Source: an optimization exercise on an open RTL-to-GDS flow (aim: small area and a short achievable clock period). Production flows keep margins and buffers that such runs may drop.
Only simulation tests tie the RTL to the original design; equivalence was not proved.
No activity file was given, so power comes from the tool's default toggle rates.

**flow/config.mk**
```make
export PLATFORM = sky130hd
export DESIGN_NAME = fir_low_pass_filter
export DESIGN_NICKNAME = fir_low_pass_filter
export VERILOG_FILES = /design/flow/design.v
export SDC_FILE = /design/flow/constraint.sdc
export NUM_CORES = 4
export LEC_CHECK = 0
export CAP_MARGIN = 20
export CORE_MARGIN = 2
export CORE_UTILIZATION = 40
export CTS_BUF_LIST = sky130_fd_sc_hd__clkbuf_2 sky130_fd_sc_hd__clkbuf_4 sky130_fd_sc_hd__clkbuf_8
export CTS_CLUSTER_SIZE = 30
export SLEW_MARGIN = 20
export SYNTH_HIERARCHICAL = 1
```
**flow/constraint.sdc**
```tcl
create_clock -name core_clock -period 11.0 [get_ports {clk}]
set_input_delay 2.2000 -clock core_clock [delete_from_list [all_inputs] [get_ports {clk}]]
set_output_delay 2.2000 -clock core_clock [all_outputs]
set_load 0.01 [all_outputs]
```
**flow/design.v**
```verilog
`timescale 1ns/1ps
module fir_low_pass_filter(Data_out, Data_in, clk, rst);
  output [15:0] Data_out;
  input [7:0] Data_in;
  input clk, rst;
  reg [7:0] x1;
  reg [7:0] x2;
  reg [7:0] x3;
  reg [7:0] x4;
  reg [7:0] x5;
  reg [7:0] x6;
  reg [7:0] x7;
  reg [7:0] x8;
  reg [7:0] x9;
  reg [7:0] x10;
  reg [7:0] x11;
  reg [7:0] x12;
  reg [7:0] x13;
  reg [7:0] x14;
  reg [7:0] x15;
  reg [7:0] x16;
  reg [7:0] x17;
  reg [7:0] x18;
  reg [7:0] x19;
  reg [7:0] x20;
  reg [7:0] x21;
  reg [7:0] x22;
  reg [7:0] x23;
  reg [7:0] x24;
  reg [7:0] x25;
  reg [7:0] x26;
  reg [14:0] P2a;
  reg [14:0] P2b;
  reg [15:0] Pa;
  reg [15:0] Pb;
  reg [15:0] Q;
  reg [9:0] V;
  reg [15:0] Y;
  wire hs1, hc1;
  fir_ha u_ha1 (.a(x23[2]), .b(x25[3]), .s(hs1), .co(hc1));
  wire fs2, fc2;
  fir_fa u_fa2 (.a(x14[0]), .b(x23[3]), .c(x25[4]), .s(fs2), .co(fc2));
  wire fs3, fc3;
  fir_fa u_fa3 (.a(x10[0]), .b(x10[2]), .c(x10[3]), .s(fs3), .co(fc3));
  wire fs4, fc4;
  fir_fa u_fa4 (.a(x11[0]), .b(x11[1]), .c(x11[4]), .s(fs4), .co(fc4));
  wire hs5, hc5;
  fir_ha u_ha5 (.a(x25[5]), .b(x9[0]), .s(hs5), .co(hc5));
  wire fs6, fc6;
  fir_fa u_fa6 (.a(x14[1]), .b(x23[4]), .c(x25[5]), .s(fs6), .co(fc6));
  wire fs7, fc7;
  fir_fa u_fa7 (.a(x10[1]), .b(x10[3]), .c(x10[4]), .s(fs7), .co(fc7));
  wire fs8, fc8;
  fir_fa u_fa8 (.a(x11[1]), .b(x11[2]), .c(x11[5]), .s(fs8), .co(fc8));
  wire fs9, fc9;
  fir_fa u_fa9 (.a(x12[1]), .b(x12[2]), .c(x12[5]), .s(fs9), .co(fc9));
  wire fs10, fc10;
  fir_fa u_fa10 (.a(x22[5]), .b(x24[4]), .c(x26[5]), .s(fs10), .co(fc10));
  wire fs11, fc11;
  fir_fa u_fa11 (.a(x14[2]), .b(x23[5]), .c(x25[6]), .s(fs11), .co(fc11));
  wire fs12, fc12;
  fir_fa u_fa12 (.a(x10[2]), .b(x10[4]), .c(x10[5]), .s(fs12), .co(fc12));
  wire fs13, fc13;
  fir_fa u_fa13 (.a(x11[2]), .b(x11[3]), .c(x11[6]), .s(fs13), .co(fc13));
  wire fs14, fc14;
  fir_fa u_fa14 (.a(x12[2]), .b(x12[3]), .c(x12[6]), .s(fs14), .co(fc14));
  wire fs15, fc15;
  fir_fa u_fa15 (.a(x22[6]), .b(x24[5]), .c(x26[6]), .s(fs15), .co(fc15));
  wire hs16, hc16;
  fir_ha u_ha16 (.a(x25[7]), .b(x9[2]), .s(hs16), .co(hc16));
  wire fs17, fc17;
  fir_fa u_fa17 (.a(x14[3]), .b(x23[6]), .c(x25[7]), .s(fs17), .co(fc17));
  wire fs18, fc18;
  fir_fa u_fa18 (.a(x10[3]), .b(x10[5]), .c(x10[6]), .s(fs18), .co(fc18));
  wire fs19, fc19;
  fir_fa u_fa19 (.a(x11[3]), .b(x11[4]), .c(x11[7]), .s(fs19), .co(fc19));
  wire fs20, fc20;
  fir_fa u_fa20 (.a(x12[3]), .b(x12[4]), .c(x12[7]), .s(fs20), .co(fc20));
  wire fs21, fc21;
  fir_fa u_fa21 (.a(x22[7]), .b(x24[6]), .c(x26[7]), .s(fs21), .co(fc21));
  wire fs22, fc22;
  fir_fa u_fa22 (.a(x14[4]), .b(x23[7]), .c(x9[4]), .s(fs22), .co(fc22));
  wire fs23, fc23;
  fir_fa u_fa23 (.a(x10[4]), .b(x10[6]), .c(x10[7]), .s(fs23), .co(fc23));
  wire fs24, fc24;
  fir_fa u_fa24 (.a(x23[0]), .b(x25[1]), .c(x25[2]), .s(fs24), .co(fc24));
  wire fs25, fc25;
  fir_fa u_fa25 (.a(x23[1]), .b(x25[2]), .c(x25[3]), .s(fs25), .co(fc25));
  wire fs26, fc26;
  fir_fa u_fa26 (.a(x10[0]), .b(x10[1]), .c(x11[2]), .s(fs26), .co(fc26));
  wire fs27, fc27;
  fir_fa u_fa27 (.a(x10[1]), .b(x10[2]), .c(x11[0]), .s(fs27), .co(fc27));
  wire fs28, fc28;
  fir_fa u_fa28 (.a(x11[3]), .b(x12[0]), .c(x12[3]), .s(fs28), .co(fc28));
  wire fs29, fc29;
  fir_fa u_fa29 (.a(x22[3]), .b(x24[2]), .c(x26[3]), .s(fs29), .co(fc29));
  wire fs30, fc30;
  fir_fa u_fa30 (.a(x12[0]), .b(x12[1]), .c(x12[4]), .s(fs30), .co(fc30));
  wire fs31, fc31;
  fir_fa u_fa31 (.a(x22[4]), .b(x24[3]), .c(x26[4]), .s(fs31), .co(fc31));
  wire fs32, fc32;
  fir_fa u_fa32 (.a(hc1), .b(hs5), .c(fs2), .s(fs32), .co(fc32));
  wire hs33, hc33;
  fir_ha u_ha33 (.a(~x7[3]), .b(~x7[5]), .s(hs33), .co(hc33));
  wire fs34, fc34;
  fir_fa u_fa34 (.a(x25[6]), .b(x9[1]), .c(hc5), .s(fs34), .co(fc34));
  wire fs35, fc35;
  fir_fa u_fa35 (.a(x7[4]), .b(x7[6]), .c(fc3), .s(fs35), .co(fc35));
  wire fs36, fc36;
  fir_fa u_fa36 (.a(fc4), .b(fs10), .c(fs7), .s(fs36), .co(fc36));
  wire fs37, fc37;
  fir_fa u_fa37 (.a(fc2), .b(fs6), .c(~fs8), .s(fs37), .co(fc37));
  wire fs38, fc38;
  fir_fa u_fa38 (.a(x7[5]), .b(x7[7]), .c(fc10), .s(fs38), .co(fc38));
  wire fs39, fc39;
  fir_fa u_fa39 (.a(fc7), .b(fc8), .c(fc9), .s(fs39), .co(fc39));
  wire fs40, fc40;
  fir_fa u_fa40 (.a(hs16), .b(fc6), .c(fs11), .s(fs40), .co(fc40));
  wire fs41, fc41;
  fir_fa u_fa41 (.a(fs12), .b(fs13), .c(fs14), .s(fs41), .co(fc41));
  wire fs42, fc42;
  fir_fa u_fa42 (.a(x9[3]), .b(hc16), .c(fc11), .s(fs42), .co(fc42));
  wire fs43, fc43;
  fir_fa u_fa43 (.a(x7[6]), .b(fc12), .c(fc13), .s(fs43), .co(fc43));
  wire fs44, fc44;
  fir_fa u_fa44 (.a(fc14), .b(fc15), .c(fs18), .s(fs44), .co(fc44));
  wire fs45, fc45;
  fir_fa u_fa45 (.a(fs19), .b(fs20), .c(fs21), .s(fs45), .co(fc45));
  wire fs46, fc46;
  fir_fa u_fa46 (.a(x11[4]), .b(x11[5]), .c(x12[4]), .s(fs46), .co(fc46));
  wire fs47, fc47;
  fir_fa u_fa47 (.a(x12[5]), .b(x24[7]), .c(x7[7]), .s(fs47), .co(fc47));
  wire fs48, fc48;
  fir_fa u_fa48 (.a(fc18), .b(fc19), .c(fc20), .s(fs48), .co(fc48));
  wire fs49, fc49;
  fir_fa u_fa49 (.a(fc17), .b(~fc21), .c(fs22), .s(fs49), .co(fc49));
  wire fs50, fc50;
  fir_fa u_fa50 (.a(x10[5]), .b(x10[7]), .c(x11[5]), .s(fs50), .co(fc50));
  wire fs51, fc51;
  fir_fa u_fa51 (.a(x11[6]), .b(x12[5]), .c(x12[6]), .s(fs51), .co(fc51));
  wire hs52, hc52;
  fir_ha u_ha52 (.a(x14[5]), .b(x9[5]), .s(hs52), .co(hc52));
  wire hs53, hc53;
  fir_ha u_ha53 (.a(x14[6]), .b(x9[6]), .s(hs53), .co(hc53));
  wire hs54, hc54;
  fir_ha u_ha54 (.a(x25[0]), .b(x25[1]), .s(hs54), .co(hc54));
  wire fs55, fc55;
  fir_fa u_fa55 (.a(x10[0]), .b(x11[1]), .c(x12[1]), .s(fs55), .co(fc55));
  wire fs56, fc56;
  fir_fa u_fa56 (.a(x22[1]), .b(x24[0]), .c(x26[1]), .s(fs56), .co(fc56));
  wire fs57, fc57;
  fir_fa u_fa57 (.a(x12[2]), .b(x22[2]), .c(x24[1]), .s(fs57), .co(fc57));
  wire fs58, fc58;
  fir_fa u_fa58 (.a(x26[2]), .b(x7[1]), .c(x7[3]), .s(fs58), .co(fc58));
  wire hs59, hc59;
  fir_ha u_ha59 (.a(fc24), .b(fs25), .s(hs59), .co(hc59));
  wire fs60, fc60;
  fir_fa u_fa60 (.a(x25[4]), .b(hs1), .c(fc25), .s(fs60), .co(fc60));
  wire fs61, fc61;
  fir_fa u_fa61 (.a(x7[2]), .b(x7[4]), .c(fc26), .s(fs61), .co(fc61));
  wire fs62, fc62;
  fir_fa u_fa62 (.a(fs27), .b(fs28), .c(fs29), .s(fs62), .co(fc62));
  wire fs63, fc63;
  fir_fa u_fa63 (.a(fc27), .b(fc28), .c(fc29), .s(fs63), .co(fc63));
  wire fs64, fc64;
  fir_fa u_fa64 (.a(fs3), .b(fs30), .c(fs31), .s(fs64), .co(fc64));
  wire fs65, fc65;
  fir_fa u_fa65 (.a(hs33), .b(~fs4), .c(fs32), .s(fs65), .co(fc65));
  wire fs66, fc66;
  fir_fa u_fa66 (.a(fc30), .b(fc31), .c(fs9), .s(fs66), .co(fc66));
  wire fs67, fc67;
  fir_fa u_fa67 (.a(hc33), .b(fs34), .c(fc32), .s(fs67), .co(fc67));
  wire fs68, fc68;
  fir_fa u_fa68 (.a(fs35), .b(fs36), .c(~fs37), .s(fs68), .co(fc68));
  wire fs69, fc69;
  fir_fa u_fa69 (.a(fs15), .b(fc35), .c(fc36), .s(fs69), .co(fc69));
  wire fs70, fc70;
  fir_fa u_fa70 (.a(fc34), .b(fc37), .c(fs40), .s(fs70), .co(fc70));
  wire fs71, fc71;
  fir_fa u_fa71 (.a(fs38), .b(fs39), .c(fs41), .s(fs71), .co(fc71));
  wire fs72, fc72;
  fir_fa u_fa72 (.a(fs17), .b(fc40), .c(fs42), .s(fs72), .co(fc72));
  wire fs73, fc73;
  fir_fa u_fa73 (.a(fc38), .b(fc39), .c(fc41), .s(fs73), .co(fc73));
  wire fs74, fc74;
  fir_fa u_fa74 (.a(fs43), .b(fs44), .c(fs45), .s(fs74), .co(fc74));
  wire fs75, fc75;
  fir_fa u_fa75 (.a(fs23), .b(fs46), .c(fs47), .s(fs75), .co(fc75));
  wire fs76, fc76;
  fir_fa u_fa76 (.a(fc43), .b(fc44), .c(fc45), .s(fs76), .co(fc76));
  wire fs77, fc77;
  fir_fa u_fa77 (.a(fc42), .b(~fs48), .c(fs49), .s(fs77), .co(fc77));
  wire fs78, fc78;
  fir_fa u_fa78 (.a(fc23), .b(fc46), .c(fc47), .s(fs78), .co(fc78));
  wire fs79, fc79;
  fir_fa u_fa79 (.a(fs50), .b(fs51), .c(fc48), .s(fs79), .co(fc79));
  wire fs80, fc80;
  fir_fa u_fa80 (.a(hs52), .b(fc22), .c(fc49), .s(fs80), .co(fc80));
  wire fs81, fc81;
  fir_fa u_fa81 (.a(x10[6]), .b(x11[6]), .c(x11[7]), .s(fs81), .co(fc81));
  wire fs82, fc82;
  fir_fa u_fa82 (.a(x12[6]), .b(x12[7]), .c(fc50), .s(fs82), .co(fc82));
  wire fs83, fc83;
  fir_fa u_fa83 (.a(hc52), .b(hs53), .c(~fc51), .s(fs83), .co(fc83));
  wire fs84, fc84;
  fir_fa u_fa84 (.a(x10[7]), .b(x11[7]), .c(x12[7]), .s(fs84), .co(fc84));
  wire hs85, hc85;
  fir_ha u_ha85 (.a(x14[7]), .b(x9[7]), .s(hs85), .co(hc85));
  wire fs86, fc86;
  fir_fa u_fa86 (.a(x11[0]), .b(x12[0]), .c(x22[0]), .s(fs86), .co(fc86));
  wire fs87, fc87;
  fir_fa u_fa87 (.a(x7[0]), .b(x7[2]), .c(fs55), .s(fs87), .co(fc87));
  wire hs88, hc88;
  fir_ha u_ha88 (.a(hc54), .b(fs24), .s(hs88), .co(hc88));
  wire fs89, fc89;
  fir_fa u_fa89 (.a(fc55), .b(fc56), .c(fs26), .s(fs89), .co(fc89));
  wire fs90, fc90;
  fir_fa u_fa90 (.a(fs57), .b(fs58), .c(~hs59), .s(fs90), .co(fc90));
  wire fs91, fc91;
  fir_fa u_fa91 (.a(fc57), .b(fc58), .c(fs61), .s(fs91), .co(fc91));
  wire fs92, fc92;
  fir_fa u_fa92 (.a(hc59), .b(fs60), .c(~fs62), .s(fs92), .co(fc92));
  wire fs93, fc93;
  fir_fa u_fa93 (.a(fc61), .b(fc62), .c(fs63), .s(fs93), .co(fc93));
  wire fs94, fc94;
  fir_fa u_fa94 (.a(fc60), .b(~fs64), .c(fs65), .s(fs94), .co(fc94));
  wire fs95, fc95;
  fir_fa u_fa95 (.a(fc63), .b(fc64), .c(fs66), .s(fs95), .co(fc95));
  wire fs96, fc96;
  fir_fa u_fa96 (.a(fc65), .b(fs67), .c(~fs68), .s(fs96), .co(fc96));
  wire fs97, fc97;
  fir_fa u_fa97 (.a(fc66), .b(fc68), .c(fs69), .s(fs97), .co(fc97));
  wire fs98, fc98;
  fir_fa u_fa98 (.a(fc67), .b(fs70), .c(~fs71), .s(fs98), .co(fc98));
  wire fs99, fc99;
  fir_fa u_fa99 (.a(fc69), .b(fc71), .c(fs73), .s(fs99), .co(fc99));
  wire fs100, fc100;
  fir_fa u_fa100 (.a(fc70), .b(fs72), .c(~fs74), .s(fs100), .co(fc100));
  wire fs101, fc101;
  fir_fa u_fa101 (.a(fs75), .b(fc73), .c(fc74), .s(fs101), .co(fc101));
  wire fs102, fc102;
  fir_fa u_fa102 (.a(fc72), .b(~fs76), .c(fs77), .s(fs102), .co(fc102));
  wire fs103, fc103;
  fir_fa u_fa103 (.a(fc75), .b(fs78), .c(fc76), .s(fs103), .co(fc103));
  wire fs104, fc104;
  fir_fa u_fa104 (.a(~fs79), .b(fc77), .c(fs80), .s(fs104), .co(fc104));
  wire fs105, fc105;
  fir_fa u_fa105 (.a(fs81), .b(fc78), .c(fs82), .s(fs105), .co(fc105));
  wire fs106, fc106;
  fir_fa u_fa106 (.a(fs83), .b(~fc79), .c(fc80), .s(fs106), .co(fc106));
  wire fs107, fc107;
  fir_fa u_fa107 (.a(hc53), .b(hs85), .c(fc83), .s(fs107), .co(fc107));
  wire fs108, fc108;
  fir_fa u_fa108 (.a(fc81), .b(fs84), .c(fc82), .s(fs108), .co(fc108));
  wire hs109, hc109;
  fir_ha u_ha109 (.a(~x26[0]), .b(~x7[1]), .s(hs109), .co(hc109));
  wire fs110, fc110;
  fir_fa u_fa110 (.a(fc86), .b(fs56), .c(fs87), .s(fs110), .co(fc110));
  wire fs111, fc111;
  fir_fa u_fa111 (.a(fc87), .b(fs89), .c(fs90), .s(fs111), .co(fc111));
  wire fs112, fc112;
  fir_fa u_fa112 (.a(fc89), .b(fc90), .c(fs91), .s(fs112), .co(fc112));
  wire fs113, fc113;
  fir_fa u_fa113 (.a(fc91), .b(~fc92), .c(fs93), .s(fs113), .co(fc113));
  wire fs114, fc114;
  fir_fa u_fa114 (.a(fc93), .b(fs95), .c(~fc94), .s(fs114), .co(fc114));
  wire fs115, fc115;
  fir_fa u_fa115 (.a(fc95), .b(~fc96), .c(fs97), .s(fs115), .co(fc115));
  wire fs116, fc116;
  fir_fa u_fa116 (.a(fc97), .b(~fc98), .c(fs99), .s(fs116), .co(fc116));
  wire fs117, fc117;
  fir_fa u_fa117 (.a(fc99), .b(~fc100), .c(fs101), .s(fs117), .co(fc117));
  wire fs118, fc118;
  fir_fa u_fa118 (.a(fs103), .b(fc101), .c(~fc102), .s(fs118), .co(fc118));
  wire fs119, fc119;
  fir_fa u_fa119 (.a(fs105), .b(fc103), .c(~fs106), .s(fs119), .co(fc119));
  wire fs120, fc120;
  fir_fa u_fa120 (.a(fc105), .b(~fs107), .c(fs108), .s(fs120), .co(fc120));
  wire fs121, fc121;
  fir_fa u_fa121 (.a(hc85), .b(~fc84), .c(fc107), .s(fs121), .co(fc121));
  wire hs122, hc122;
  fir_ha u_ha122 (.a(hs109), .b(hs54), .s(hs122), .co(hc122));
  wire fs123, fc123;
  fir_fa u_fa123 (.a(hc109), .b(hs88), .c(~fs110), .s(fs123), .co(fc123));
  wire fs124, fc124;
  fir_fa u_fa124 (.a(~hc88), .b(fc110), .c(fs111), .s(fs124), .co(fc124));
  wire fs125, fc125;
  fir_fa u_fa125 (.a(~fs92), .b(fc111), .c(fs112), .s(fs125), .co(fc125));
  wire fs126, fc126;
  fir_fa u_fa126 (.a(fc112), .b(fs113), .c(~fs94), .s(fs126), .co(fc126));
  wire fs127, fc127;
  fir_fa u_fa127 (.a(fc113), .b(~fs96), .c(fs114), .s(fs127), .co(fc127));
  wire fs128, fc128;
  fir_fa u_fa128 (.a(~fs98), .b(fc114), .c(fs115), .s(fs128), .co(fc128));
  wire fs129, fc129;
  fir_fa u_fa129 (.a(~fs100), .b(fc115), .c(fs116), .s(fs129), .co(fc129));
  wire fs130, fc130;
  fir_fa u_fa130 (.a(~fs102), .b(fc116), .c(fs117), .s(fs130), .co(fc130));
  wire fs131, fc131;
  fir_fa u_fa131 (.a(~fs104), .b(fc117), .c(fs118), .s(fs131), .co(fc131));
  wire fs132, fc132;
  fir_fa u_fa132 (.a(~fc104), .b(fc118), .c(fs119), .s(fs132), .co(fc132));
  wire fs133, fc133;
  fir_fa u_fa133 (.a(~fc106), .b(fs120), .c(fc119), .s(fs133), .co(fc133));
  wire fs134, fc134;
  fir_fa u_fa134 (.a(fc108), .b(fc120), .c(~fs121), .s(fs134), .co(fc134));
  wire fs135, fc135;
  fir_fa u_fa135 (.a(P2a[4]), .b(P2b[4]), .c(x14[1]), .s(fs135), .co(fc135));
  wire fs136, fc136;
  fir_fa u_fa136 (.a(P2a[5]), .b(P2b[5]), .c(x14[0]), .s(fs136), .co(fc136));
  wire fs137, fc137;
  fir_fa u_fa137 (.a(x14[2]), .b(x14[3]), .c(x16[1]), .s(fs137), .co(fc137));
  wire fs138, fc138;
  fir_fa u_fa138 (.a(P2a[6]), .b(P2b[6]), .c(x14[1]), .s(fs138), .co(fc138));
  wire fs139, fc139;
  fir_fa u_fa139 (.a(x14[3]), .b(x14[4]), .c(x16[2]), .s(fs139), .co(fc139));
  wire hs140, hc140;
  fir_ha u_ha140 (.a(x16[5]), .b(x17[4]), .s(hs140), .co(hc140));
  wire fs141, fc141;
  fir_fa u_fa141 (.a(P2a[7]), .b(P2b[7]), .c(x14[2]), .s(fs141), .co(fc141));
  wire fs142, fc142;
  fir_fa u_fa142 (.a(x14[4]), .b(x14[5]), .c(x16[3]), .s(fs142), .co(fc142));
  wire fs143, fc143;
  fir_fa u_fa143 (.a(x16[6]), .b(x17[5]), .c(x17[7]), .s(fs143), .co(fc143));
  wire fs144, fc144;
  fir_fa u_fa144 (.a(P2a[8]), .b(P2b[8]), .c(x14[3]), .s(fs144), .co(fc144));
  wire fs145, fc145;
  fir_fa u_fa145 (.a(x14[5]), .b(x14[6]), .c(x16[4]), .s(fs145), .co(fc145));
  wire hs146, hc146;
  fir_ha u_ha146 (.a(x16[7]), .b(x17[6]), .s(hs146), .co(hc146));
  wire fs147, fc147;
  fir_fa u_fa147 (.a(P2a[9]), .b(P2b[9]), .c(x14[4]), .s(fs147), .co(fc147));
  wire fs148, fc148;
  fir_fa u_fa148 (.a(x14[0]), .b(x16[1]), .c(x17[0]), .s(fs148), .co(fc148));
  wire fs149, fc149;
  fir_fa u_fa149 (.a(P2b[3]), .b(x14[0]), .c(x14[1]), .s(fs149), .co(fc149));
  wire fs150, fc150;
  fir_fa u_fa150 (.a(x16[2]), .b(x17[1]), .c(x17[3]), .s(fs150), .co(fc150));
  wire fs151, fc151;
  fir_fa u_fa151 (.a(x14[2]), .b(x16[0]), .c(x16[3]), .s(fs151), .co(fc151));
  wire fs152, fc152;
  fir_fa u_fa152 (.a(x17[2]), .b(x17[4]), .c(x2[3]), .s(fs152), .co(fc152));
  wire hs153, hc153;
  fir_ha u_ha153 (.a(x9[0]), .b(x9[3]), .s(hs153), .co(hc153));
  wire fs154, fc154;
  fir_fa u_fa154 (.a(x16[4]), .b(x17[3]), .c(x17[5]), .s(fs154), .co(fc154));
  wire fs155, fc155;
  fir_fa u_fa155 (.a(x2[4]), .b(x9[1]), .c(x9[4]), .s(fs155), .co(fc155));
  wire fs156, fc156;
  fir_fa u_fa156 (.a(fc135), .b(fs136), .c(fs137), .s(fs156), .co(fc156));
  wire fs157, fc157;
  fir_fa u_fa157 (.a(x17[6]), .b(x2[5]), .c(x9[2]), .s(fs157), .co(fc157));
  wire fs158, fc158;
  fir_fa u_fa158 (.a(x9[5]), .b(hs140), .c(fc136), .s(fs158), .co(fc158));
  wire fs159, fc159;
  fir_fa u_fa159 (.a(fc137), .b(fs138), .c(fs139), .s(fs159), .co(fc159));
  wire fs160, fc160;
  fir_fa u_fa160 (.a(x2[6]), .b(x9[3]), .c(x9[6]), .s(fs160), .co(fc160));
  wire fs161, fc161;
  fir_fa u_fa161 (.a(hc140), .b(fc138), .c(fc139), .s(fs161), .co(fc161));
  wire fs162, fc162;
  fir_fa u_fa162 (.a(fs141), .b(fs142), .c(fs143), .s(fs162), .co(fc162));
  wire fs163, fc163;
  fir_fa u_fa163 (.a(x2[7]), .b(x9[4]), .c(x9[7]), .s(fs163), .co(fc163));
  wire fs164, fc164;
  fir_fa u_fa164 (.a(hs146), .b(fc141), .c(fc142), .s(fs164), .co(fc164));
  wire fs165, fc165;
  fir_fa u_fa165 (.a(fc143), .b(fs144), .c(fs145), .s(fs165), .co(fc165));
  wire fs166, fc166;
  fir_fa u_fa166 (.a(x14[6]), .b(x14[7]), .c(x16[5]), .s(fs166), .co(fc166));
  wire fs167, fc167;
  fir_fa u_fa167 (.a(x17[7]), .b(x9[5]), .c(hc146), .s(fs167), .co(fc167));
  wire fs168, fc168;
  fir_fa u_fa168 (.a(fc144), .b(fc145), .c(fs147), .s(fs168), .co(fc168));
  wire fs169, fc169;
  fir_fa u_fa169 (.a(P2a[10]), .b(P2b[10]), .c(x14[5]), .s(fs169), .co(fc169));
  wire fs170, fc170;
  fir_fa u_fa170 (.a(x14[7]), .b(x16[6]), .c(x9[6]), .s(fs170), .co(fc170));
  wire hs171, hc171;
  fir_ha u_ha171 (.a(P2a[11]), .b(P2b[11]), .s(hs171), .co(hc171));
  wire fs172, fc172;
  fir_fa u_fa172 (.a(P2a[1]), .b(x16[0]), .c(x17[1]), .s(fs172), .co(fc172));
  wire fs173, fc173;
  fir_fa u_fa173 (.a(x17[2]), .b(x2[1]), .c(x9[1]), .s(fs173), .co(fc173));
  wire hs174, hc174;
  fir_ha u_ha174 (.a(~P2a[2]), .b(~P2b[2]), .s(hs174), .co(hc174));
  wire fs175, fc175;
  fir_fa u_fa175 (.a(x2[2]), .b(x9[2]), .c(fc148), .s(fs175), .co(fc175));
  wire fs176, fc176;
  fir_fa u_fa176 (.a(~P2a[3]), .b(fs149), .c(fs150), .s(fs176), .co(fc176));
  wire fs177, fc177;
  fir_fa u_fa177 (.a(hs153), .b(fc149), .c(fc150), .s(fs177), .co(fc177));
  wire fs178, fc178;
  fir_fa u_fa178 (.a(fs135), .b(fs151), .c(fs152), .s(fs178), .co(fc178));
  wire fs179, fc179;
  fir_fa u_fa179 (.a(hc153), .b(fc151), .c(fc152), .s(fs179), .co(fc179));
  wire fs180, fc180;
  fir_fa u_fa180 (.a(fs154), .b(fs155), .c(fs156), .s(fs180), .co(fc180));
  wire fs181, fc181;
  fir_fa u_fa181 (.a(fc154), .b(fc155), .c(fs157), .s(fs181), .co(fc181));
  wire fs182, fc182;
  fir_fa u_fa182 (.a(fc156), .b(fs158), .c(fs159), .s(fs182), .co(fc182));
  wire fs183, fc183;
  fir_fa u_fa183 (.a(fc157), .b(fs160), .c(fc158), .s(fs183), .co(fc183));
  wire fs184, fc184;
  fir_fa u_fa184 (.a(fc159), .b(fs161), .c(fs162), .s(fs184), .co(fc184));
  wire fs185, fc185;
  fir_fa u_fa185 (.a(fc160), .b(fs163), .c(fc161), .s(fs185), .co(fc185));
  wire fs186, fc186;
  fir_fa u_fa186 (.a(fc162), .b(fs164), .c(fs165), .s(fs186), .co(fc186));
  wire fs187, fc187;
  fir_fa u_fa187 (.a(fc163), .b(fs166), .c(fs167), .s(fs187), .co(fc187));
  wire fs188, fc188;
  fir_fa u_fa188 (.a(fc164), .b(fc165), .c(fs168), .s(fs188), .co(fc188));
  wire fs189, fc189;
  fir_fa u_fa189 (.a(fc147), .b(fc166), .c(fs169), .s(fs189), .co(fc189));
  wire fs190, fc190;
  fir_fa u_fa190 (.a(fs170), .b(fc167), .c(fc168), .s(fs190), .co(fc190));
  wire fs191, fc191;
  fir_fa u_fa191 (.a(x14[6]), .b(x16[7]), .c(x9[7]), .s(fs191), .co(fc191));
  wire fs192, fc192;
  fir_fa u_fa192 (.a(hs171), .b(fc169), .c(fc170), .s(fs192), .co(fc192));
  wire fs193, fc193;
  fir_fa u_fa193 (.a(P2a[12]), .b(P2b[12]), .c(x14[7]), .s(fs193), .co(fc193));
  wire hs194, hc194;
  fir_ha u_ha194 (.a(x2[0]), .b(x9[0]), .s(hs194), .co(hc194));
  wire fs195, fc195;
  fir_fa u_fa195 (.a(hs174), .b(fc172), .c(fs148), .s(fs195), .co(fc195));
  wire fs196, fc196;
  fir_fa u_fa196 (.a(hc174), .b(fc173), .c(fs175), .s(fs196), .co(fc196));
  wire fs197, fc197;
  fir_fa u_fa197 (.a(fc175), .b(fc176), .c(fs177), .s(fs197), .co(fc197));
  wire fs198, fc198;
  fir_fa u_fa198 (.a(fc177), .b(fc178), .c(fs179), .s(fs198), .co(fc198));
  wire fs199, fc199;
  fir_fa u_fa199 (.a(fc179), .b(fs181), .c(fc180), .s(fs199), .co(fc199));
  wire fs200, fc200;
  fir_fa u_fa200 (.a(fc181), .b(fs183), .c(fc182), .s(fs200), .co(fc200));
  wire fs201, fc201;
  fir_fa u_fa201 (.a(fc183), .b(fs185), .c(fc184), .s(fs201), .co(fc201));
  wire fs202, fc202;
  fir_fa u_fa202 (.a(fs187), .b(fc185), .c(fc186), .s(fs202), .co(fc202));
  wire fs203, fc203;
  fir_fa u_fa203 (.a(fs189), .b(fc187), .c(fc188), .s(fs203), .co(fc203));
  wire fs204, fc204;
  fir_fa u_fa204 (.a(fs191), .b(fc189), .c(fs192), .s(fs204), .co(fc204));
  wire fs205, fc205;
  fir_fa u_fa205 (.a(hc171), .b(fc191), .c(fs193), .s(fs205), .co(fc205));
  wire hs206, hc206;
  fir_ha u_ha206 (.a(P2a[13]), .b(P2b[13]), .s(hs206), .co(hc206));
  wire hs207, hc207;
  fir_ha u_ha207 (.a(P2b[0]), .b(x17[0]), .s(hs207), .co(hc207));
  wire fs208, fc208;
  fir_fa u_fa208 (.a(~P2b[1]), .b(hs194), .c(fs172), .s(fs208), .co(fc208));
  wire fs209, fc209;
  fir_fa u_fa209 (.a(hc194), .b(fs173), .c(fs195), .s(fs209), .co(fc209));
  wire fs210, fc210;
  fir_fa u_fa210 (.a(fc195), .b(fs176), .c(fs196), .s(fs210), .co(fc210));
  wire fs211, fc211;
  fir_fa u_fa211 (.a(fs178), .b(fc196), .c(fs197), .s(fs211), .co(fc211));
  wire fs212, fc212;
  fir_fa u_fa212 (.a(fc197), .b(fs198), .c(fs180), .s(fs212), .co(fc212));
  wire fs213, fc213;
  fir_fa u_fa213 (.a(fc198), .b(fs182), .c(fs199), .s(fs213), .co(fc213));
  wire fs214, fc214;
  fir_fa u_fa214 (.a(fs184), .b(fc199), .c(fs200), .s(fs214), .co(fc214));
  wire fs215, fc215;
  fir_fa u_fa215 (.a(fs186), .b(fc200), .c(fs201), .s(fs215), .co(fc215));
  wire fs216, fc216;
  fir_fa u_fa216 (.a(fs188), .b(fc201), .c(fs202), .s(fs216), .co(fc216));
  wire fs217, fc217;
  fir_fa u_fa217 (.a(fs190), .b(fc202), .c(fs203), .s(fs217), .co(fc217));
  wire fs218, fc218;
  fir_fa u_fa218 (.a(fc190), .b(fs204), .c(fc203), .s(fs218), .co(fc218));
  wire fs219, fc219;
  fir_fa u_fa219 (.a(fc192), .b(fs205), .c(fc204), .s(fs219), .co(fc219));
  wire fs220, fc220;
  fir_fa u_fa220 (.a(hs206), .b(fc193), .c(fc205), .s(fs220), .co(fc220));
  wire fs221, fc221;
  fir_fa u_fa221 (.a(~P2a[14]), .b(P2b[14]), .c(hc206), .s(fs221), .co(fc221));
  wire hs222, hc222;
  fir_ha u_ha222 (.a(1'b0), .b(1'b0), .s(hs222), .co(hc222));
  wire hs223, hc223;
  fir_ha u_ha223 (.a(~Pa[2]), .b(~Pb[2]), .s(hs223), .co(hc223));
  wire fs224, fc224;
  fir_fa u_fa224 (.a(Pa[3]), .b(Pb[3]), .c(x1[1]), .s(fs224), .co(fc224));
  wire fs225, fc225;
  fir_fa u_fa225 (.a(Pa[4]), .b(Pb[4]), .c(x1[2]), .s(fs225), .co(fc225));
  wire fs226, fc226;
  fir_fa u_fa226 (.a(Pa[5]), .b(Pb[5]), .c(x1[3]), .s(fs226), .co(fc226));
  wire fs227, fc227;
  fir_fa u_fa227 (.a(Pa[6]), .b(Pb[6]), .c(x1[4]), .s(fs227), .co(fc227));
  wire fs228, fc228;
  fir_fa u_fa228 (.a(Pa[7]), .b(Pb[7]), .c(x1[5]), .s(fs228), .co(fc228));
  wire fs229, fc229;
  fir_fa u_fa229 (.a(Pa[8]), .b(Pb[8]), .c(x1[6]), .s(fs229), .co(fc229));
  wire fs230, fc230;
  fir_fa u_fa230 (.a(Pa[9]), .b(Pb[9]), .c(x1[7]), .s(fs230), .co(fc230));
  wire hs231, hc231;
  fir_ha u_ha231 (.a(x2[0]), .b(hs223), .s(hs231), .co(hc231));
  wire fs232, fc232;
  fir_fa u_fa232 (.a(x2[1]), .b(hc223), .c(~fs224), .s(fs232), .co(fc232));
  wire fs233, fc233;
  fir_fa u_fa233 (.a(~x2[2]), .b(fc224), .c(fs225), .s(fs233), .co(fc233));
  wire fs234, fc234;
  fir_fa u_fa234 (.a(~x2[3]), .b(fc225), .c(fs226), .s(fs234), .co(fc234));
  wire fs235, fc235;
  fir_fa u_fa235 (.a(~x2[4]), .b(fc226), .c(fs227), .s(fs235), .co(fc235));
  wire fs236, fc236;
  fir_fa u_fa236 (.a(~x2[5]), .b(fc227), .c(fs228), .s(fs236), .co(fc236));
  wire fs237, fc237;
  fir_fa u_fa237 (.a(~x2[6]), .b(fc228), .c(fs229), .s(fs237), .co(fc237));
  wire fs238, fc238;
  fir_fa u_fa238 (.a(~x2[7]), .b(fc229), .c(fs230), .s(fs238), .co(fc238));
  wire fs239, fc239;
  fir_fa u_fa239 (.a(Pa[10]), .b(Pb[10]), .c(fc230), .s(fs239), .co(fc239));
  wire hs240, hc240;
  fir_ha u_ha240 (.a(~Pa[11]), .b(~Pb[11]), .s(hs240), .co(hc240));
  wire hs241, hc241;
  fir_ha u_ha241 (.a(~Pa[12]), .b(~Pb[12]), .s(hs241), .co(hc241));
  wire hs242, hc242;
  fir_ha u_ha242 (.a(~Pa[13]), .b(~Pb[13]), .s(hs242), .co(hc242));
  wire hs243, hc243;
  fir_ha u_ha243 (.a(~Pa[14]), .b(~Pb[14]), .s(hs243), .co(hc243));
  wire hs244, hc244;
  fir_ha u_ha244 (.a(~Pa[15]), .b(~Pb[15]), .s(hs244), .co(hc244));
  wire [15:0] Q_sum;
  fir_add16 u_Q_add (.a({hc243, hc242, hc241, hc240, hs240, ~fc238, ~fc237, ~fc236, ~fc235, ~fc234, ~fc233, fc232, hc231, ~x1[0], ~Pa[1], Pa[0]}), .b({hs244, hs243, hs242, hs241, ~fc239, ~fs239, ~fs238, ~fs237, ~fs236, ~fs235, ~fs234, ~fs233, fs232, hs231, ~Pb[1], ~Pb[0]}), .s(Q_sum));
  wire [9:0] V_n;
  fir_mul3 u_v (.d(Data_in), .v(V_n));
  wire [15:0] R;
  fir_add16 u_r_add (.a(Q), .b({6'd0, V}), .s(R));
  wire [15:0] Y_n;
  fir_addy u_y_add (.r(R), .d(Data_in), .y(Y_n));
  wire rst_n;
  fir_inv u_rst_n (.a(rst), .y(rst_n));
  reg rq, rqn;
  always @(posedge clk) begin
    rq <= rst;
    rqn <= ~rst;
  end
  always @(posedge clk) begin
    if (rst) begin
      V[0] <= 1'h0;
      V[1] <= 1'h0;
      V[2] <= 1'h0;
      V[3] <= 1'h0;
      V[4] <= 1'h0;
      V[5] <= 1'h0;
      V[6] <= 1'h0;
      V[7] <= 1'h0;
      V[8] <= 1'h0;
      V[9] <= 1'h0;
      Y[0] <= 1'h0;
      Y[1] <= 1'h0;
      Y[2] <= 1'h0;
      Y[3] <= 1'h0;
      Y[4] <= 1'h0;
      Y[5] <= 1'h0;
      Y[6] <= 1'h0;
      Y[7] <= 1'h0;
      Y[8] <= 1'h0;
      Y[9] <= 1'h0;
      Y[10] <= 1'h0;
      Y[11] <= 1'h0;
      Y[12] <= 1'h0;
      Y[13] <= 1'h0;
      Y[14] <= 1'h0;
      Y[15] <= 1'h0;
    end else begin
      V[0] <= V_n[0];
      V[1] <= V_n[1];
      V[2] <= V_n[2];
      V[3] <= V_n[3];
      V[4] <= V_n[4];
      V[5] <= V_n[5];
      V[6] <= V_n[6];
      V[7] <= V_n[7];
      V[8] <= V_n[8];
      V[9] <= V_n[9];
      Y[0] <= Y_n[0];
      Y[1] <= Y_n[1];
      Y[2] <= Y_n[2];
      Y[3] <= Y_n[3];
      Y[4] <= Y_n[4];
      Y[5] <= Y_n[5];
      Y[6] <= Y_n[6];
      Y[7] <= Y_n[7];
      Y[8] <= Y_n[8];
      Y[9] <= Y_n[9];
      Y[10] <= Y_n[10];
      Y[11] <= Y_n[11];
      Y[12] <= Y_n[12];
      Y[13] <= Y_n[13];
      Y[14] <= Y_n[14];
      Y[15] <= Y_n[15];
    end
  end
  always @(posedge clk) begin
    if (!rst_n) begin
      x1 <= 8'hff;
    end else begin
      x1 <= ~Data_in;
    end
  end
  always @(posedge clk) begin
    if (rst | rq) begin
      Q[0] <= 1'h0;
      Q[1] <= 1'h0;
      Q[2] <= 1'h0;
      Q[3] <= 1'h0;
      Q[4] <= 1'h0;
      Q[5] <= 1'h0;
      Q[6] <= 1'h0;
      Q[7] <= 1'h0;
      Q[8] <= 1'h0;
      Q[9] <= 1'h0;
      Q[10] <= 1'h0;
      Q[11] <= 1'h0;
      Q[12] <= 1'h0;
      Q[13] <= 1'h0;
      Q[14] <= 1'h0;
      Q[15] <= 1'h0;
    end else begin
      Q[0] <= Q_sum[0];
      Q[1] <= Q_sum[1];
      Q[2] <= Q_sum[2];
      Q[3] <= Q_sum[3];
      Q[4] <= Q_sum[4];
      Q[5] <= Q_sum[5];
      Q[6] <= Q_sum[6];
      Q[7] <= Q_sum[7];
      Q[8] <= Q_sum[8];
      Q[9] <= Q_sum[9];
      Q[10] <= Q_sum[10];
      Q[11] <= Q_sum[11];
      Q[12] <= Q_sum[12];
      Q[13] <= Q_sum[13];
      Q[14] <= Q_sum[14];
      Q[15] <= Q_sum[15];
    end
  end
  always @(posedge clk) begin
    if (rq) begin
      x2 <= 8'h0;
      x4 <= 8'h0;
      x6 <= 8'h0;
      x9 <= 8'h0;
      x14 <= 8'h0;
      x16 <= 8'h0;
      x17 <= 8'h0;
      x19 <= 8'h0;
      x21 <= 8'h0;
      x23 <= 8'h0;
      x25 <= 8'h0;
      P2a[1] <= 1'h0;
      P2a[4] <= 1'h0;
      P2a[5] <= 1'h0;
      P2a[6] <= 1'h0;
      P2a[7] <= 1'h0;
      P2a[8] <= 1'h0;
      P2a[9] <= 1'h0;
      P2a[10] <= 1'h0;
      P2a[11] <= 1'h0;
      P2a[12] <= 1'h0;
      P2a[13] <= 1'h0;
      P2b[0] <= 1'h0;
      P2b[3] <= 1'h0;
      P2b[4] <= 1'h0;
      P2b[5] <= 1'h0;
      P2b[6] <= 1'h0;
      P2b[7] <= 1'h0;
      P2b[8] <= 1'h0;
      P2b[9] <= 1'h0;
      P2b[10] <= 1'h0;
      P2b[11] <= 1'h0;
      P2b[12] <= 1'h0;
      P2b[13] <= 1'h0;
      P2b[14] <= 1'h0;
      Pa[0] <= 1'h0;
    end else begin
      x2 <= ~x1;
      x4 <= ~x3;
      x6 <= ~x5;
      x9 <= ~x8;
      x14 <= ~x13;
      x16 <= ~x15;
      x17 <= x16;
      x19 <= ~x18;
      x21 <= ~x20;
      x23 <= ~x22;
      x25 <= ~x24;
      P2a[1] <= ~fs86;
      P2a[4] <= ~fc124;
      P2a[5] <= ~fc125;
      P2a[6] <= ~fc126;
      P2a[7] <= ~fc127;
      P2a[8] <= ~fc128;
      P2a[9] <= ~fc129;
      P2a[10] <= ~fc130;
      P2a[11] <= ~fc131;
      P2a[12] <= ~fc132;
      P2a[13] <= ~fs134;
      P2b[0] <= ~x7[0];
      P2b[3] <= ~fs124;
      P2b[4] <= ~fs125;
      P2b[5] <= ~fs126;
      P2b[6] <= ~fs127;
      P2b[7] <= ~fs128;
      P2b[8] <= ~fs129;
      P2b[9] <= ~fs130;
      P2b[10] <= ~fs131;
      P2b[11] <= ~fs132;
      P2b[12] <= ~fs133;
      P2b[13] <= ~fc133;
      P2b[14] <= ~fc134;
      Pa[0] <= ~P2a[0];
    end
  end
  always @(posedge clk) begin
    if (!rqn) begin
      x3 <= 8'hff;
      x5 <= 8'hff;
      x7 <= 8'hff;
      x8 <= 8'hff;
      x10 <= 8'hff;
      x11 <= 8'hff;
      x12 <= 8'hff;
      x13 <= 8'hff;
      x15 <= 8'hff;
      x18 <= 8'hff;
      x20 <= 8'hff;
      x22 <= 8'hff;
      x24 <= 8'hff;
      x26 <= 8'hff;
      P2a[0] <= 1'h1;
      P2a[2] <= 1'h1;
      P2a[3] <= 1'h1;
      P2a[14] <= 1'h1;
      P2b[1] <= 1'h1;
      P2b[2] <= 1'h1;
      Pa[1] <= 1'h1;
      Pa[2] <= 1'h1;
      Pa[3] <= 1'h1;
      Pa[4] <= 1'h1;
      Pa[5] <= 1'h1;
      Pa[6] <= 1'h1;
      Pa[7] <= 1'h1;
      Pa[8] <= 1'h1;
      Pa[9] <= 1'h1;
      Pa[10] <= 1'h1;
      Pa[11] <= 1'h1;
      Pa[12] <= 1'h1;
      Pa[13] <= 1'h1;
      Pa[14] <= 1'h1;
      Pa[15] <= 1'h1;
      Pb[0] <= 1'h1;
      Pb[1] <= 1'h1;
      Pb[2] <= 1'h1;
      Pb[3] <= 1'h1;
      Pb[4] <= 1'h1;
      Pb[5] <= 1'h1;
      Pb[6] <= 1'h1;
      Pb[7] <= 1'h1;
      Pb[8] <= 1'h1;
      Pb[9] <= 1'h1;
      Pb[10] <= 1'h1;
      Pb[11] <= 1'h1;
      Pb[12] <= 1'h1;
      Pb[13] <= 1'h1;
      Pb[14] <= 1'h1;
      Pb[15] <= 1'h1;
    end else begin
      x3 <= ~x2;
      x5 <= ~x4;
      x7 <= ~x6;
      x8 <= x7;
      x10 <= ~x9;
      x11 <= x10;
      x12 <= x11;
      x13 <= x12;
      x15 <= ~x14;
      x18 <= ~x17;
      x20 <= ~x19;
      x22 <= ~x21;
      x24 <= ~x23;
      x26 <= ~x25;
      P2a[0] <= ~x25[0];
      P2a[2] <= ~hc122;
      P2a[3] <= ~fc123;
      P2a[14] <= ~fc121;
      P2b[1] <= ~hs122;
      P2b[2] <= ~fs123;
      Pa[1] <= ~hc207;
      Pa[2] <= ~fc208;
      Pa[3] <= ~fc209;
      Pa[4] <= ~fc210;
      Pa[5] <= ~fc211;
      Pa[6] <= ~fc212;
      Pa[7] <= ~fc213;
      Pa[8] <= ~fc214;
      Pa[9] <= ~fc215;
      Pa[10] <= ~fc216;
      Pa[11] <= ~fc217;
      Pa[12] <= ~fs219;
      Pa[13] <= ~fs220;
      Pa[14] <= ~fs221;
      Pa[15] <= ~hs222;
      Pb[0] <= ~hs207;
      Pb[1] <= ~fs208;
      Pb[2] <= ~fs209;
      Pb[3] <= ~fs210;
      Pb[4] <= ~fs211;
      Pb[5] <= ~fs212;
      Pb[6] <= ~fs213;
      Pb[7] <= ~fs214;
      Pb[8] <= ~fs215;
      Pb[9] <= ~fs216;
      Pb[10] <= ~fs217;
      Pb[11] <= ~fs218;
      Pb[12] <= ~fc218;
      Pb[13] <= ~fc219;
      Pb[14] <= ~fc220;
      Pb[15] <= ~fc221;
    end
  end
  assign Data_out = Y;
endmodule
module fir_fa(a, b, c, s, co);
  input a, b, c;
  output s, co;
  assign s = a ^ b ^ c;
  assign co = (a & b) | (a & c) | (b & c);
endmodule
module fir_ha(a, b, s, co);
  input a, b;
  output s, co;
  assign s = a ^ b;
  assign co = a & b;
endmodule
module fir_add16(a, b, s);
  input [15:0] a, b;
  output [15:0] s;
  assign s = a + b;
endmodule
module fir_inv(a, y);
  input a;
  output y;
  assign y = ~a;
endmodule
module fir_mul3(d, v);
  input [7:0] d;
  output [9:0] v;
  assign v = {2'd0, d} + {1'd0, d, 1'b0};
endmodule
module fir_addy(r, d, y);
  input [15:0] r;
  input [7:0] d;
  output [15:0] y;
  assign y = r + {7'd0, d, 1'b0};
endmodule
```
**flow/flow/run.sh**
```bash
#!/bin/bash
set -euo pipefail
export BUFFER_PORTS_ARGS="-buffer_cell sky130_fd_sc_hd__buf_4"
bash standard.sh finish > layout.log 2>&1
```
**flow/standard.sh**
```bash
#!/bin/bash
# synth_recipe.tcl (not shown) runs the flow's synth.tcl, then flattens the netlist and writes it again
# the make line also repeats each setting of config.mk as NAME=value (left out here)
make -C /OpenROAD-flow-scripts/flow DESIGN_CONFIG=/design/flow/config.mk WORK_HOME=/design/flow/orfs CLKGATE_MAP_FILE= SYNTH_SCRIPT=/design/flow/synth_recipe.tcl "${@:-finish}"
```
==> results of run 1 <==
layout by cell type, fill, tap and decap left out, drive strengths merged, types with 6 or more instances in the layout:
| master | instances |
|---|---|
| ha | 75 |
| xnor2 | 30 |
| conb | 8 |
| xor2 | 18 |
| o21ai | 18 |
| dfxtp | 313 |
| fa | 220 |
| a21o | 14 |
| inv | 94 |
| nand2b | 32 |
| nor3b | 20 |
| buf | 27 |
| nor2b | 38 |
| nand2 | 147 |
| o21bai | 7 |
| a211oi | 6 |
| nor3 | 8 |
| o211ai | 7 |
| a21oi | 41 |
| nand3 | 8 |
| nor2 | 111 |
| clkbuf | 87 |
layout make-up:
type	instances	area (µm²)
clock buffer	87	1100
clock inverter	9	155
fill	3428	20600
inverter	92	345
multi-input combinational	839	8310
sequential	313	6270
tap	511	639
timing repair buffer	27	203
Yosys stat by module, one instance, submodules excluded, excerpt:
module	times used	flops+latches	cell area [µm²]	cells inside
fir_mul3	1	0	325	35
fir_ha	28	0	12.5	1
fir_low_pass_filter	1	313	8280	743
fir_fa	216	0	20.0	1
fir_inv	1	0	3.75	1
fir_addy	1	0	458	55
critical path: stages, from the launching register on:
cell and delay, ps:
dfxtp_1 600, fa_1 490, fa_1 520, inv_1 50, fa_1 470, inv_1 50, fa_1 350, inv_1 80
fa_1 440, fa_1 490, nor2_1 50
flip-flops by register name, indices dropped and copies added (netlist names), 10 cells and up:
signal,cells
Y,16
V,10
Q,16
Pb,16
P2a,14
Pa,16
P2b,15
power by group through the flow:
stage,Combinational [mW],Clock [mW],Sequential [mW]
floorplan,0.151,0,1.19
global placement,0.191,0,1.20
detailed placement,0.196,0,1.20
CTS,0.196,1.22,1.17
global route,0.218,1.27,1.18
finish,0.194,1.18,1.17
metrics by stage:
| stage | utilization [%] | setup slack, ps | hold slack, ps |
|---|---|---|---|
| finish | 45.3 | 7270 | 359 |
| global route | 45.3 | 7120 | 369 |
| global placement | 42.0 | 6780 | 346 |
| floorplan | - | 7150 | 343 |
| CTS | 45.3 | 7240 | 362 |
| detailed placement | 42.0 | 6740 | 349 |
per-layer routing:
| metal | up-vias | GRT usage, % | wire [µm] |
|---|---|---|---|
| li1 | 4128 | - | - |
| met1 | 4358 | 22.1 | 13500 |
| met2 | 113 | 23.2 | 12800 |
| met3 | 45 | 3.71 | 1170 |
| met4 | 0 | 4.34 | 537 |
| met5 | - | 0 | 0 |
logic make-up (layout without fill, tap and decap cells):
kind of cell    Yosys count  in the layout  share of synthesized area (%)
flops                   313            313                           41.2
mux                       2              2                          0.132
compound gates          111            111                           4.96
fa+ha+maj               295            295                           35.2
simple gates            375            375                           11.5
other cells               1              8                         0.0247
xor+xnor                 48             48                           2.77
buf+inv                 129            215                           4.23
worst paths after layout:
check | startpoint | slack [ps] | to | cells after the start
setup / recovery | x14[1] | 7270 | P2b[7] | 10
hold / removal | x6[6] | 360 | x7[6] | 1
setup reg to reg | x14[1] | 7270 | P2b[7] | 10
hold reg to reg | x6[6] | 360 | x7[6] | 1
==> run notes, run 1 <==
GRT Total Usage 15.4%; Hold Fails Final Rpt 0; Fmax 0.268 GHz; CTS H-tree depth 2; largest net degree at the start of global routing 90; startpoint types flip-flop; DIE AREA approximately 40,000 µm²; Final Skew 30.1 ps; Placed Cells roughly 1.8k; Rel. slew slack between 30% and 40%; # setup viols final 0; drt total wl between 20,000 and 30,000 µm; Clk pin slew, worst setup/hold paths ~60 ps; sequential fraction of the synthesis area between 40% and 50%; GPL Wtd Cong roughly 0.83; CTS resizes 0; core footprint roughly 38,000 µm²; post-synth top area share around 41%; IO buf count 25; Initial Util approximately two fifths; Tightest Pin Transition 958 ps; CTS tree built; Sink Count around 310; yosys warns 7; Area contributors post-synth dfxtp_1 (41%), fa_1 (29%), ha_1 (6.2%); Clock Latency Late Sink 620 ps; Worst setup EP type flip-flop; global-route wire length before repair 46,700 µm; Top FF cell, synth dfxtp_1; DR pass1 iterations 5; most common cell in the netlist dfxtp_1; worst hold path type reg -> reg; I/O pin total 26; DR WL/cell roughly 15 µm; vias in the first global route a little under 9k; synthesized cell area 15,200 µm²; area delta synth->final 12.0%; Sequential Power Share 46.1%; ANT cells 0; asr flop ratio synth 0%; CP Class reg -> reg; Seq cells post-synth ~310; Iteration-0 DRC Markers 389; Area after DPL 15,800 µm²; final net count approximately 1.6k; Max Cap Viol 0; setup_tns 0 ps; layout cells sized above 1 10.7%; via count approximately 8.6k; Design Area, Final approximately 17,000 µm²; Tmin final approximately 3700 ps; Logic pwr share around 7.6%; FP Rows around 70; drt drc 0; Arrival @ worst endpoint ~4200 ps; status complete, no violations; Post-CTS Hold Buffers 0; Psw just under 0.6 mW; total chip power approximately 2.5 mW; area leader, netlist dfxtp_1; P_int around 2.0 mW; Routed Antenna Nets 0; antenna violations before repair 0; GR Overflow Total 0; Pleak a little over 7 nW; Post-synth top cells dfxtp_1 (313), fa_1 (220), nand2_1 (146); setup bufs post-CTS 0; die width 199 µm; Crit Path Max Fanout 5; RSZ-0062 raised after global routing false; Worst Path Required approximately 11,000 ps; drt via density about 4.6; syn avg cell area about 12 µm²; Synth cell types 49; post-detail-place hpwl 20,900 µm; TritonCTS buffer count 53; Layout Cells excl Fill between 1.5k and 2k; worst vdd rail ir drop 74.6 µV; PwrDens ~150 nW/µm²; CTS root buffer clkbuf_8; clock power share between 40% and 50%; Final Slew Violations 0; fin crit share 34.0%; EDFF count, synth 0; Die H between 150 and 200 µm; Post-Synthesis Cells 1,274; CTS Buffer Depth 3; sw frac a little under a quarter
==> run 2, diff against run 1 <==
--- a/flow/config.mk
+++ b/flow/config.mk
@@ -8,7 +8,6 @@
 export CAP_MARGIN = 20
 export CORE_MARGIN = 2
 export CORE_UTILIZATION = 40
-export CTS_BUF_LIST = sky130_fd_sc_hd__clkbuf_2 sky130_fd_sc_hd__clkbuf_4 sky130_fd_sc_hd__clkbuf_8
-export CTS_CLUSTER_SIZE = 30
+export CTS_BUF_LIST = sky130_fd_sc_hd__clkbuf_4 sky130_fd_sc_hd__clkbuf_8
 export SLEW_MARGIN = 20
 export SYNTH_HIERARCHICAL = 1
==> run 2 against run 1 <==
- clock-buffer cell count unchanged
- maximum frequency unchanged
- largest cell class unchanged
- via count unchanged
- still clean on timing, DRC and antenna
- cell count unchanged
- clock power about the same
- total power unchanged
- non-clock buffer count unchanged
- die area unchanged
- setup slack unchanged
- register-to-register slack about the same
- hold slack unchanged
- global-route usage unchanged
==> run notes, run 2 <==
CP dominant cell by count fa_1; Max Cap Viol 0 (unchanged); largest net degree at the start of global routing 90 (unchanged); yosys warns 7 (unchanged); TritonCTS buffer count 53 (unchanged); post-synth top area share 41.2% (unchanged); Psw 0.579 mW (unchanged); synthesized cell area 15,200 µm² (unchanged); EDFF count, synth 0 (unchanged); CTS H-tree depth 2 (unchanged); Routed Antenna Nets 0 (unchanged); Worst path top cell family by delay adder cells; Clock Latency Late Sink 620 ps (about the same); highest metal used met4; Sink Count 313 (unchanged); via count 8,644 (unchanged); area delta synth->final 12.0% (unchanged); DIE AREA 39,600 µm² (unchanged); CTS root buffer clkbuf_8; Post-synth top cells dfxtp_1 (313), fa_1 (220), nand2_1 (146); CTS tree built; DR pass1 iterations 5 (unchanged); FP Rows 71 (unchanged); core footprint 37,600 µm² (unchanged); Sequential Power Share 46.1% (about the same); CTS resizes 0 (unchanged); global-route wire length before repair 46,700 µm (unchanged); Critical-path top delay cell dfxtp_1; Clk pin slew, worst setup/hold paths 60 ps (about the same); Area contributors post-synth dfxtp_1 (41%), fa_1 (29%), ha_1 (6.2%); Tightest Pin Transition 958 ps (unchanged); Hold Fails Final Rpt 0 (unchanged); Post-Synthesis Cells 1,274 (unchanged); vias in the first global route 8,897 (unchanged); Tmin final 3730 ps (unchanged); setup_tns 0 ps (unchanged); sequential fraction of the synthesis area 41.2% (unchanged); antenna violations before repair 0 (unchanged); ANT cells 0 (unchanged); Area after DPL 15,800 µm² (unchanged); asr flop ratio synth 0% (unchanged); CP Class reg -> reg; # setup viols final 0 (unchanged); Rel. slew slack 36.2% (unchanged); most frequent cells in the layout dfxtp_1 (311), fa_1 (220), nand2_1 (146); Arrival @ worst endpoint 4190 ps (about the same); Seq cells post-synth 313 (unchanged); status complete, no violations; # fillers 3,428 (unchanged); Top FF cell, synth dfxtp_1; drt drc 0 (unchanged); Synth cell types 49 (unchanged); startpoint types flip-flop; clock power share 46.3% (about the same); post-detail-place hpwl 20,900 µm (unchanged); Initial Util 40.4% (unchanged); PwrDens 150 nW/µm² (unchanged); final net count 1,631 (unchanged); die width 199 µm (unchanged); hold path start x6[6]; met3 wire length 1170 µm (unchanged); Die H 199 µm (unchanged); Fmax 0.268 GHz (unchanged); critical path launch point x14[1]; GR Overflow Total 0 (unchanged); setup bufs post-CTS 0 (unchanged); met2 WL 12,800 µm (unchanged); wire length on met1 13,500 µm (unchanged); area leader, netlist dfxtp_1; drt via density 4.60 (unchanged); CP max stage delay 600 ps (about the same); Pleak 7.22 nW (unchanged); most common cell after layout, fill and taps aside dfxtp_1; Worst R2R Start x14[1]; Worst Path Required 11,460 ps (about the same); GRT Total Usage 15.4% (unchanged); Design Area, Final 17,000 µm² (unchanged); Final Slew Violations 0 (unchanged); drt total wl 28,000 µm (unchanged); P_int 1.97 mW (unchanged); Worst setup EP type flip-flop; layout cells sized above 1 10.7% (unchanged); IO buf count 25 (unchanged); DR WL/cell 14.9 µm (unchanged); RSZ-0062 raised after global routing false; Post-CTS Hold Buffers 0 (unchanged); hold_ws 359 ps (unchanged); CP Buf/Inv Count 3 (unchanged); fin crit share 34.0% (unchanged); GPL Wtd Cong 0.833 (unchanged); Iteration-0 DRC Markers 389 (unchanged); most common cell in the netlist dfxtp_1; syn avg cell area 11.9 µm² (unchanged); sw frac 22.7% (unchanged); Final Skew 30.1 ps (unchanged); I/O pin total 26 (unchanged); worst hold path type reg -> reg; worst vdd rail ir drop 74.6 µV (unchanged); CTS Buffer Depth 3 (unchanged); Logic pwr share 7.6% (about the same); Crit Path Max Fanout 5 (unchanged); worst path cell trace fa_1, fa_1, inv_1, fa_1, inv_1, fa_1, inv_1, fa_1, fa_1, nor2_1
==> run 2: cell counts after synthesis <==
Identical to the previous run, type by type.
==> run 2: power groups by stage <==
stage               clock network [mW]  logic [mW]  registers, mW
global route                      1.27       0.218           1.18
finish                            1.18       0.194           1.17
global placement                     0       0.191           1.20
CTS                               1.22       0.196           1.17
detailed placement                   0       0.196           1.20
floorplan                            0       0.151           1.19
==> run 2: path summary, 6_finish.rpt <==
path / endpoint / slack, ps / depth (start not counted)
worst max register to register: P2b[7] / 7270 / 10
worst min-delay path: x7[6] / 360 / 1
worst min register to register: x7[6] / 360 / 1
worst max-delay path: P2b[7] / 7270 / 10
==> run 2: kinds of logic after synthesis <==
logic type / share of synthesized area, %
compound gates: 4.96
xor+xnor: 2.77
fa+ha+maj: 35.2
buf+inv: 4.23
flops: 41.2
mux: 0.132
other cells: 0.0247
simple gates: 11.5
==> run 2: through the flow <==
stage                     std cells  setup slack (ps)  utilization, %  power (mW)
after floorplan                1281              7150               -        1.35
after global placement         1782              6780            42.0        1.39
after detailed placement       1782              6740            42.0        1.39
after CTS                      1878              7240            45.3        2.59
after global routing           1878              7120            45.3        2.67
final                          1878              7270            45.3        2.55
==> run 2: modules after synthesis, one instance, submodules excluded <==
module / cells inside / flops+latches
fir_low_pass_filter: 743 / 313
fir_add16: 98 / 0
fir_addy: 55 / 0
fir_mul3: 35 / 0
fir_fa: 1 / 0
fir_ha: 1 / 0
fir_inv: 1 / 0
==> run 2: metal layers <==
metal	track usage, %	up-vias
li1	-	4128
met3	3.71	45
met5	0	-
met2	23.2	113
met1	22.1	4358
met4	4.34	0
==> run 2: area by class of cell <==
type                       instances  area, µm²  area share [%]
sequential                       313       6270            36.9
tap                              511        639            3.76
timing repair buffer              27        203            1.19
inverter                          92        345            2.03
multi-input combinational        839       8310            48.8
clock inverter                     9        155           0.911
clock buffer                      87       1100            6.45
==> run 3, diff against run 2 <==
--- a/flow/config.mk
+++ b/flow/config.mk
@@ -8,6 +8,8 @@
 export CAP_MARGIN = 20
 export CORE_MARGIN = 2
 export CORE_UTILIZATION = 40
-export CTS_BUF_LIST = sky130_fd_sc_hd__clkbuf_4 sky130_fd_sc_hd__clkbuf_8
+export CTS_BUF_LIST = sky130_fd_sc_hd__clkbuf_8 sky130_fd_sc_hd__clkbuf_16
+export CTS_CLUSTER_DIAMETER = 80
+export CTS_CLUSTER_SIZE = 40
 export SLEW_MARGIN = 20
 export SYNTH_HIERARCHICAL = 1
==> run 3 against run 2 <==
- total power decreased by 14%
- clock-buffer cell count down 68
- clock power down about 30%
- largest power group is now sequential cells
- flip-flop and latch count unchanged
- sequential power about the same
- final area decreased by 3.1%
- setup slack improved by 2.9 ps
- first-iteration DRC count up 4.1%
==> run notes, run 3 <==
status complete, no violations; GR Overflow Total 0 (unchanged); Sequential Power Share 53.4% (+7.3 points); GPL Wtd Cong 0.833 (unchanged); Final Slew Violations 0 (unchanged); I/O pin total 26 (unchanged); Psw 0.584 mW (+0.94%); Crit Path Max Fanout 5 (unchanged); Tmin final 3730 ps (-2.86 ps); crit path to P2b[7]; Synth cell types 49 (unchanged); CP Class reg -> reg; core footprint 37,600 µm² (unchanged); Final Skew 33.8 ps (+3.69 ps); Initial Util 40.4% (unchanged); worst hold path type reg -> reg; # setup viols final 0 (unchanged); final net count 1,596 (-2.1%); RSZ-0062 raised after global routing false; EDFF count, synth 0 (unchanged); # fillers 3,463 (+1.0%); setup bufs post-CTS 0 (unchanged); Worst Path Required 11,410 ps (-50 ps); CTS tree built; Logic pwr share 8.8% (+1.2 points); asr flop ratio synth 0% (unchanged); Worst setup EP type flip-flop; Max Cap Viol 0 (unchanged); reg2reg path depth 10 (unchanged); Post-CTS Hold Buffers 0 (unchanged); post-synth top area share 41.2% (unchanged); CTS root buffer clkbuf_16; Post-synth top cells dfxtp_1 (313), fa_1 (220), nand2_1 (146); worst vdd rail ir drop 98.8 µV (+32%); register-to-register setup slack 7270 ps (about the same); sw frac 26.6% (+3.9 points); Clk pin slew, worst setup/hold paths 120 ps (+60 ps); Iteration-0 DRC Markers 405 (+4.1%); setup_tns 0 ps (unchanged); CP Buf/Inv Count 3 (unchanged); drt total wl 27,200 µm (-2.8%); Top FF cell, synth dfxtp_1; Post-Synthesis Cells 1,274 (unchanged); Rel. slew slack 37.1% (+0.96 points); PwrDens 133 nW/µm² (-11%); PnR worst setup slack 7270 ps (+2.86 ps); CP max stage delay 620 ps (+20 ps); GRT Total Usage 14.8% (-0.62 points); IO buf count 25 (unchanged); layout cells sized above 1 6.29% (-4.4 points); CTS resizes 0 (unchanged); critical path launch point x14[1]; vias in the first global route 8,506 (-4.4%); ANT cells 0 (unchanged); die width 199 µm (unchanged); drt via density 4.64 (+0.75%); Worst path top cell family by delay adder cells; CTS Buffer Depth 3 (unchanged); TritonCTS buffer count 18 (-66%); area leader, netlist dfxtp_1; P_int 1.61 mW (-18%); startpoint types flip-flop; DIE AREA 39,600 µm² (unchanged); Pleak 6.90 nW (-4.5%); antenna violations before repair 0 (unchanged); sequential fraction of the synthesis area 41.2% (unchanged); global-route wire length before repair 45,300 µm (-2.9%); worst path cell trace fa_1, fa_1, inv_1, fa_1, inv_1, fa_1, inv_1, fa_1, fa_1, nor2_1; Routed Antenna Nets 0 (unchanged); Sink Count 313 (unchanged); FP Rows 71 (unchanged); total chip power 2.19 mW (-14%); via count 8,412 (-2.7%); Clock Latency Late Sink 540 ps (-80 ps); largest net degree at the start of global routing 90 (unchanged); capturing point of the worst reg2reg path P2b[7]; clock power share 37.7% (-8.6 points); Area contributors post-synth dfxtp_1 (41%), fa_1 (29%), ha_1 (6.2%); Die H 199 µm (unchanged); Hold Crit Depth 1 (unchanged); Critical-path top delay cell dfxtp_1; number of cells on the critical path 10 (unchanged); synthesized cell area 15,200 µm² (unchanged); Place WS 6740 ps (unchanged); Hold Fails Final Rpt 0 (unchanged); fin crit share 33.9% (about the same); Seq cells post-synth 313 (unchanged); yosys warns 7 (unchanged); post-detail-place hpwl 20,900 µm (unchanged); CP dominant cell by count fa_1; drt drc 0 (unchanged); DR WL/cell 15.0 µm (+0.58%); most frequent cells in the layout dfxtp_1 (311), fa_1 (220), nand2_1 (146); DR pass1 iterations 5 (unchanged); Worst R2R Start x14[1]; Arrival @ worst endpoint 4140 ps (-50 ps); CTS H-tree depth 1 (-1); hold_ws 359 ps (-0.287 ps); area delta synth->final 8.58%; most common cell after layout, fill and taps aside dfxtp_1; most common cell in the netlist dfxtp_1; Tightest Pin Transition 943 ps (-14.4 ps); syn avg cell area 11.9 µm² (unchanged); Fmax 0.268 GHz (about the same)
-- run 3: layout make-up --
type / count / area, µm² / share of cell area (%)
Sequential cell: 313 / 6270 / 38.0
Tap cell: 511 / 639 / 3.88
Clock inverter: 13 / 250 / 1.52
Clock buffer: 19 / 475 / 2.88
Timing Repair Buffer: 27 / 203 / 1.23
Inverter: 92 / 345 / 2.09
Multi-Input combinational cell: 839 / 8310 / 50.4
-- run 3: how the worst min path moves through the flow --
| stage | startpoint | endpoint |
|---|---|---|
| final | x13[4] | x14[4] |
| after global routing | x3[5] | x4[5] |
| after CTS | x21[6] | x22[6] |
| after detailed placement | x6[6] | x7[6] |
| after global placement | x4[5] | x5[5] |
| after floorplan | x19[0] | x20[0] |
-- run 3: Yosys stat by module, one instance, submodules excluded --
module / times used / flip-flops and latches / cell area, µm² / cells inside
fir_inv: 1 / 0 / 3.75 / 1
fir_add16: 2 / 0 / 724 / 98
fir_fa: 216 / 0 / 20.0 / 1
fir_addy: 1 / 0 / 458 / 55
fir_mul3: 1 / 0 / 325 / 35
fir_ha: 28 / 0 / 12.5 / 1
fir_low_pass_filter: 1 / 313 / 8280 / 743
-- run 3: cells by family (layout without fill, tap and decap cells) --
family	after synthesis	in the layout	share of synthesized area, %
AOI/OAI and AO/OA	111	111	4.96
xor gates and xnor gates	48	48	2.77
adders and majority gates	295	295	35.2
buffers and inverters	129	151	4.23
DFF	313	313	41.2
muxes	2	2	0.132
other	1	8	0.0247
and+or+nand+nor	375	375	11.5
-- run 3: per-layer routing --
layer  GRT usage [%]  vias to the layer above  share of wire (%)
met5               0                        -                  0
met4            3.32                        0                1.9
met3            1.85                       29                2.8
met2            22.9                       86                 46
met1            22.1                     4265                 49
li1                -                     4032                  -
-- run 3: worst reg2reg max path, delay by kind of cell, from the launching register on --
| family | cells | cell delay [ps] |
|---|---|---|
| flops | 1 | 620 |
| fa+ha+maj | 6 | 2780 |
| simple gates | 1 | 40 |
| buf+inv | 3 | 180 |
-- run 3: metrics by stage --
step | std cells | utilization, % | area [µm²]
2_1_floorplan | 1281 | - | 15200
3_3_place_gp | 1782 | 42.0 | 15800
3_5_place_dp | 1782 | 42.0 | 15800
4_1_cts | 1814 | 43.9 | 16500
5_1_grt | 1814 | 43.9 | 16500
6_report | 1814 | 43.9 | 16500
-- run 3: power groups by stage --
stage,sequential [mW],clock (mW),combinational [mW]
2_1_floorplan,1.19,0,0.151
3_3_place_gp,1.20,0,0.191
3_5_place_dp,1.20,0,0.196
4_1_cts,1.17,0.860,0.196
5_1_grt,1.18,0.896,0.218
6_report,1.17,0.828,0.194

==> what the ideal ports hide <==
In the flow no input, the clock included, has a driving cell. The finished layouts below were timed again as built, in two steps. Step 1 (the two cells are an assumption about what drives the block):
set clk [get_ports {clk}]
set_driving_cell -lib_cell sky130_fd_sc_hd__clkbuf_16 $clk
set_driving_cell -lib_cell sky130_fd_sc_hd__buf_2 [delete_from_list [all_inputs] $clk]
Step 2, shift: input delay + t, output delay - t, t = (earliest + latest rising clock arrival at the registers) / 2. This alone moves slack from input paths to output paths. Three values: ideal ports, drivers, drivers and shift; two values: the first two.
run	shift t [ns]	setup slack, ns	clock arrival spread, ns
run 1	0.651	7.265 / 7.265 / 6.708	0.030 / 0.031
run 2	0.651	7.265 / 7.265 / 6.708	0.030 / 0.031
run 3	0.577	7.268 / 7.268 / 6.725	0.040 / 0.040
After both steps setup and hold are still met in every run listed.
